What follows belongs to an exercise in optimizing a design on an open flow for a short achievable clock period and few clock cycles; a production flow would make more cautious choices. No activity file was given, so power comes from the tool's default toggle rates.

Setup of run 1:
==> flow/design.v <==
module condition (
	input wire [3:0] cond,
	input wire [3:0] flags,
	output reg ok
	);
	wire n = flags[3], z = flags[2], c = flags[1], v = flags[0];
	always @(*) begin
		case (cond)
			4'd0:  ok = z;
			4'd1:  ok = ~z;
			4'd2:  ok = c;
			4'd3:  ok = ~c;
			4'd4:  ok = n;
			4'd5:  ok = ~n;
			4'd6:  ok = v;
			4'd7:  ok = ~v;
			4'd8:  ok = v & ~z;
			4'd9:  ok = ~v & z;
			4'd10: ok = (n == v);
			4'd11: ok = (n != v);
			4'd12: ok = ~z & (n == v);
			4'd13: ok = z & (n != v);
			default: ok = 1'b1;
		endcase
	end
endmodule
module ALU (
	input wire [3:0] op,
	input wire [31:0] a, b, op2,
	output reg [31:0] result,
	output wire [3:0] flags
	);
	wire [32:0] sum = {1'b0, a} + {1'b0, op2};
	wire [32:0] dif = {1'b0, a} - {1'b0, op2};
	wire [31:0] x = a ^ op2;
	wire add_zero = (x == {a[30:0] | op2[30:0], 1'b0});
	wire eq = (x == 32'b0);
	reg c, v, z;
	always @(*) begin
		c = 1'b0; v = 1'b0;
		case (op)
			4'b0001: begin result = x;                  z = eq; end                     
			4'b0010: begin result = dif[31:0];          z = eq;                         
			         c = dif[32]; v = a[31] ^ op2[31]; end
			4'b0100: begin result = sum[31:0];          z = add_zero;                   
			         c = sum[32]; v = (a[31] == op2[31]) & (sum[31] != a[31]); end
			4'b1000: begin result = a & op2;            z = ((a & op2) == 32'b0); end   
			4'b1001: begin result = x;                  z = eq; end                     
			4'b1010: begin result = dif[31:0];          z = eq; end                     
			4'b1100: begin result = a | op2;            z = ((a | op2) == 32'b0); end   
			4'b1101: begin result = b;                  z = (b == 32'b0); end           
			4'b1110: begin result = b & ~a;             z = ((b & ~a) == 32'b0); end    
			4'b1111: begin result = ~b;                 z = (b == 32'hFFFFFFFF); end    
			default: begin result = 32'b0;              z = 1'b1; end                   
		endcase
	end
	assign flags = {result[31], z, c, v};
endmodule
module shifter (
	input wire [4:0] amount,
	input wire [1:0] stype,
	input wire [31:0] data,
	output wire [31:0] out_shift
	);
	wire [63:0] ror_in = {data, data};
	wire [63:0] ror_out = ror_in >> amount;
	assign out_shift = (stype == 2'b00) ? (data << amount) :
	                   (stype == 2'b11) ? ror_out[31:0] :
	                                      (data >> amount);
endmodule
module rotate (
	input wire [3:0] rotate_amount,
	input wire [7:0] value,
	output wire [31:0] out_rotate
	);
	wire [63:0] twice = {24'b0, value, 24'b0, value};
	wire [63:0] shifted = twice >> {rotate_amount, 1'b0};
	assign out_rotate = shifted[31:0];
endmodule
module ksadd (
	input wire [31:0] a, b,
	input wire cin,
	output wire [31:0] s,
	output wire cout
	);
	wire [31:0] p0 = a ^ b;
	wire [31:0] g0 = a & b;
	wire [31:0] g1, p1, g2, p2, g3, p3, g4, p4, g5, p5;
	wire [31:0] gi = {g0[31:1], g0[0] | (p0[0] & cin)};
	genvar i;
	generate for (i = 0; i < 32; i = i + 1) begin : t
		if (i >= 1)  begin assign g1[i] = gi[i] | (p0[i] & gi[i-1]);  assign p1[i] = p0[i] & p0[i-1]; end
		else         begin assign g1[i] = gi[i];                      assign p1[i] = p0[i]; end
		if (i >= 2)  begin assign g2[i] = g1[i] | (p1[i] & g1[i-2]);  assign p2[i] = p1[i] & p1[i-2]; end
		else         begin assign g2[i] = g1[i];                      assign p2[i] = p1[i]; end
		if (i >= 4)  begin assign g3[i] = g2[i] | (p2[i] & g2[i-4]);  assign p3[i] = p2[i] & p2[i-4]; end
		else         begin assign g3[i] = g2[i];                      assign p3[i] = p2[i]; end
		if (i >= 8)  begin assign g4[i] = g3[i] | (p3[i] & g3[i-8]);  assign p4[i] = p3[i] & p3[i-8]; end
		else         begin assign g4[i] = g3[i];                      assign p4[i] = p3[i]; end
		if (i >= 16) begin assign g5[i] = g4[i] | (p4[i] & g4[i-16]); assign p5[i] = p4[i] & p4[i-16]; end
		else         begin assign g5[i] = g4[i];                      assign p5[i] = p4[i]; end
	end endgenerate
	assign s = p0 ^ {g5[30:0], cin};
	assign cout = g5[31];
endmodule
module registers (
	input wire clk,
	input wire wr,
	input wire [3:0] waddr,
	input wire [31:0] wdata,
	input wire [3:0] ra1, ra2,
	output wire [31:0] rd1, rd2, rd2_old,
	input wire [3:0] dbgAddr,
	output reg [31:0] dbgData
	);
	wire [511:0] flat;
	genvar i;
	generate for (i = 0; i < 16; i = i + 1) begin : r
		reg [31:0] q;
		always @(posedge clk)
			if (wr && waddr == i) q <= wdata;
		assign flat[32*i +: 32] = q;
	end endgenerate
	assign rd1 = (wr && waddr == ra1) ? wdata : flat[32*ra1 +: 32];
	assign rd2_old = flat[32*ra2 +: 32];
	assign rd2 = (wr && waddr == ra2) ? wdata : rd2_old;
	integer k;
	always @(*) begin
		dbgData = 32'b0;
		for (k = 0; k < 16; k = k + 1)
			dbgData = dbgData | ({32{dbgAddr == k}} & flat[32*k +: 32]);
	end
endmodule
module memory (
	input wire clk,
	input wire [4:0] addr,
	input wire [19:0] raddr,      
	input wire [31:0] wdata,
	input wire wr,
	output wire [31:0] rdata,
	input wire [4:0] dbgAddr,
	output reg [7:0] dbgData
	);
	wire [255:0] flat;
	genvar i;
	generate for (i = 0; i < 32; i = i + 1) begin : b
		reg [7:0] q;
		wire [4:0] d = i - addr;
		always @(posedge clk)
			if (wr && d[4:2] == 3'b0) q <= wdata[8*d[1:0] +: 8];
		assign flat[8*i +: 8] = q;
	end endgenerate
	assign rdata = {flat[8*raddr[19:15] +: 8], flat[8*raddr[14:10] +: 8], flat[8*raddr[9:5] +: 8], flat[8*raddr[4:0] +: 8]};
	integer k;
	always @(*) begin
		dbgData = 8'b0;
		for (k = 0; k < 32; k = k + 1)
			dbgData = dbgData | ({8{dbgAddr == k}} & flat[8*k +: 8]);
	end
endmodule
module cpu(
	input wire clk,
	input wire nreset,
	output wire [31:0] imem_addr,
	input wire [31:0] imem_data,
	input wire [3:0] dbg_reg_addr,
	output wire [31:0] dbg_reg_data,
	input wire [4:0] dbg_mem_addr,
	output wire [7:0] dbg_mem_data,
	output wire halted
	);
	wire reset = ~nreset;
	wire [31:0] inst = imem_data;
	reg [31:0] pc;
	reg [3:0] flags;           
	assign imem_addr = pc;
	reg [31:0] a2, b2;         
	reg [31:0] op2r;           
	reg [3:0]  op2c;           
	reg        setf2;          
	reg        wdp2;           
	reg        ldr2, str2, byt2;
	reg [3:0]  cond2;
	reg [4:0]  off2, off2_1, off2_2, off2_3;    
	reg        link2;
	reg [31:0] lpc2;
	reg [3:0]  rd2;
	wire [31:0] alu_res;
	wire [3:0]  alu_flags;
	ALU calculation(op2c, a2, b2, op2r, alu_res, alu_flags);
	wire ls_ok;
	condition ls_cond(cond2, flags, ls_ok);
	wire [4:0]  maddr = a2[4:0] + off2;
	wire [19:0] mraddr = {a2[4:0] + off2_3, a2[4:0] + off2_2, a2[4:0] + off2_1, maddr};
	wire [31:0] mword;
	wire        mwr = str2 & ls_ok;
	memory MEM(clk, maddr, mraddr, byt2 ? {4{b2[7:0]}} : b2, mwr, mword, dbg_mem_addr, dbg_mem_data);
	wire        rwr = wdp2 | (ldr2 & ls_ok) | link2;
	wire [3:0]  rwaddr = link2 ? 4'd14 : rd2;
	wire [31:0] rwdata = link2 ? lpc2 : ldr2 ? (byt2 ? {24'b0, mword[7:0]} : mword) : alu_res;
	wire [3:0] flags_next = setf2 ? alu_flags : flags;
	always @(posedge clk)
		if (reset) flags <= 4'b0;
		else flags <= flags_next;
	wire [1:0] cls = inst[27:26];
	wire dp  = (cls == 2'b00);
	wire ls  = (cls == 2'b01);
	wire br  = inst[27];
	wire [3:0] op = inst[24:21];
	wire [3:0] rn = inst[19:16], rd = inst[15:12], rm = inst[3:0];
	wire        st1 = ls & ~inst[20];
	wire [3:0]  r2 = st1 ? rd : rm;
	wire [31:0] vn, v2, v2_old;
	registers RAM(clk, rwr, rwaddr, rwdata, rn, r2, vn, v2, v2_old, dbg_reg_addr, dbg_reg_data);
	wire shop  = dp & ~inst[25] & ~(op == 4'b1101 | op == 4'b1110 | op == 4'b1111);
	wire stall = shop & rwr & (rwaddr == rm);
	wire [31:0] rot;
	rotate rotating(inst[11:8], inst[7:0], rot);
	wire [31:0] sh_out;
	shifter shifting(inst[11:7], inst[6:5], v2_old, sh_out);
	wire br_ok;
	condition br_cond(inst[31:28], flags_next, br_ok);
	wire taken = br & br_ok;
	wire writes_rd = (op == 4'b0001) | (op == 4'b0010) | (op == 4'b0100) | (op == 4'b1000) |
	                 (op == 4'b1100) | (op == 4'b1101) | (op == 4'b1110) | (op == 4'b1111);
	always @(posedge clk) begin
		a2    <= vn;
		b2    <= v2;
		op2r  <= inst[25] ? rot : sh_out;
		op2c  <= op;
		byt2  <= inst[22];
		cond2 <= inst[31:28];
		off2  <= inst[24] ? inst[4:0] : 5'd0;
		off2_1 <= (inst[24] ? inst[4:0] : 5'd0) + 5'd1;
		off2_2 <= (inst[24] ? inst[4:0] : 5'd0) + 5'd2;
		off2_3 <= (inst[24] ? inst[4:0] : 5'd0) + 5'd3;
		lpc2  <= pc;
		rd2   <= rd;
		if (reset | stall) begin
			setf2 <= 1'b0; wdp2 <= 1'b0; ldr2 <= 1'b0; str2 <= 1'b0; link2 <= 1'b0;
		end else begin
			setf2 <= dp & inst[20];
			wdp2  <= dp & writes_rd;
			ldr2  <= ls & inst[20];
			str2  <= ls & ~inst[20];
			link2 <= taken & inst[24];
		end
	end
	wire [31:0] target;
	wire        target_c;
	ksadd target_add(pc + 32'd2, {{8{inst[23]}}, inst[23:0]}, 1'b0, target, target_c);
	always @(posedge clk)
		if (reset) pc <= 32'b0;
		else if (stall) pc <= pc;
		else if (taken) pc <= target;
		else pc <= pc + 32'd1;
	wire busy2 = rwr | mwr | setf2;
	assign halted = (inst == 32'hEAFFFFFE) & ~busy2;
endmodule
make LEC_CHECK=0 CAP_MARGIN=20 CORE_MARGIN=2 CORE_UTILIZATION=50 PLACE_DENSITY=0.65 SETUP_SLACK_MARGIN=5 SLEW_MARGIN=20 finish   # period 10.0 ns
run.sh (not shown) runs the stock make flow with config.mk's settings and CLKGATE_MAP_FILE= SYNTH_SCRIPT=/design/flow/synth_recipe.tcl, a recipe that flattens the netlist after the stock synthesis.
Run 1 was carried through to the last stage, and its layout satisfied the timing, DRC and antenna checks.
Setup changes, run 1 to run 2
Settings: PLACE_DENSITY changed from 0.65 to 0.6; CORE_UTILIZATION changed from 50 to 40.
Notes after the runs:
The slowest library cell on the worst path comes out sky130_fd_sc_hd__a221oi_4 in one run and sky130_fd_sc_hd__or4_4 in the other, namely in run 1 and run 2 respectively.
Compared with run 1, run 2 degrades post-route standard cell area excluding fillers.
[compare] base=run 1 new=run 2: number of global-route vias before repair went down by about 0.43%; sequential power level; total power of the final layout lower; final worst setup slack went up by 21 ps; pre-CTS setup slack went up 130 ps.
Run 2: core area is 33000 um2 higher than what run 1 reported.
Comparing run 1 and run 2, the lower share of power burned in combinational logic is on run 1.
Function was not checked in any run of this note: the RTL went through the layout flow alone.

==> static timing again, ports no longer ideal <==
In the flow no input, the clock included, has a driving cell. The finished layouts below were timed again as built, in two steps. Step 1: set_driving_cell puts a clkbuf_16 on clk and a buf_2 on each other input, an assumption about the parent block. Step 2 adds t to the input delays and takes it off the output delays; t is the mean of the earliest and latest rising clock arrival at the registers after step 1. Input paths then give back, and output paths get back, about the clock's delay inside the block. Slacks: no drivers / after step 1 / after step 2; pairs: no drivers / after step 1.
| run | t, ns | slack for setup (ns) | worst slew at a driven data input, ns |
|---|---|---|---|
| run 1 | 0.866 | 4.112 / 4.034 / 3.748 | 0.41 |
| run 2 | 0.879 | 4.133 / 4.074 / 3.746 | 0.45 |
After both steps every run listed still meets setup and hold. For run 2, which loses most, drivers alone change the setup slack by -0.059 ns; drivers and shift together by -0.387 ns.
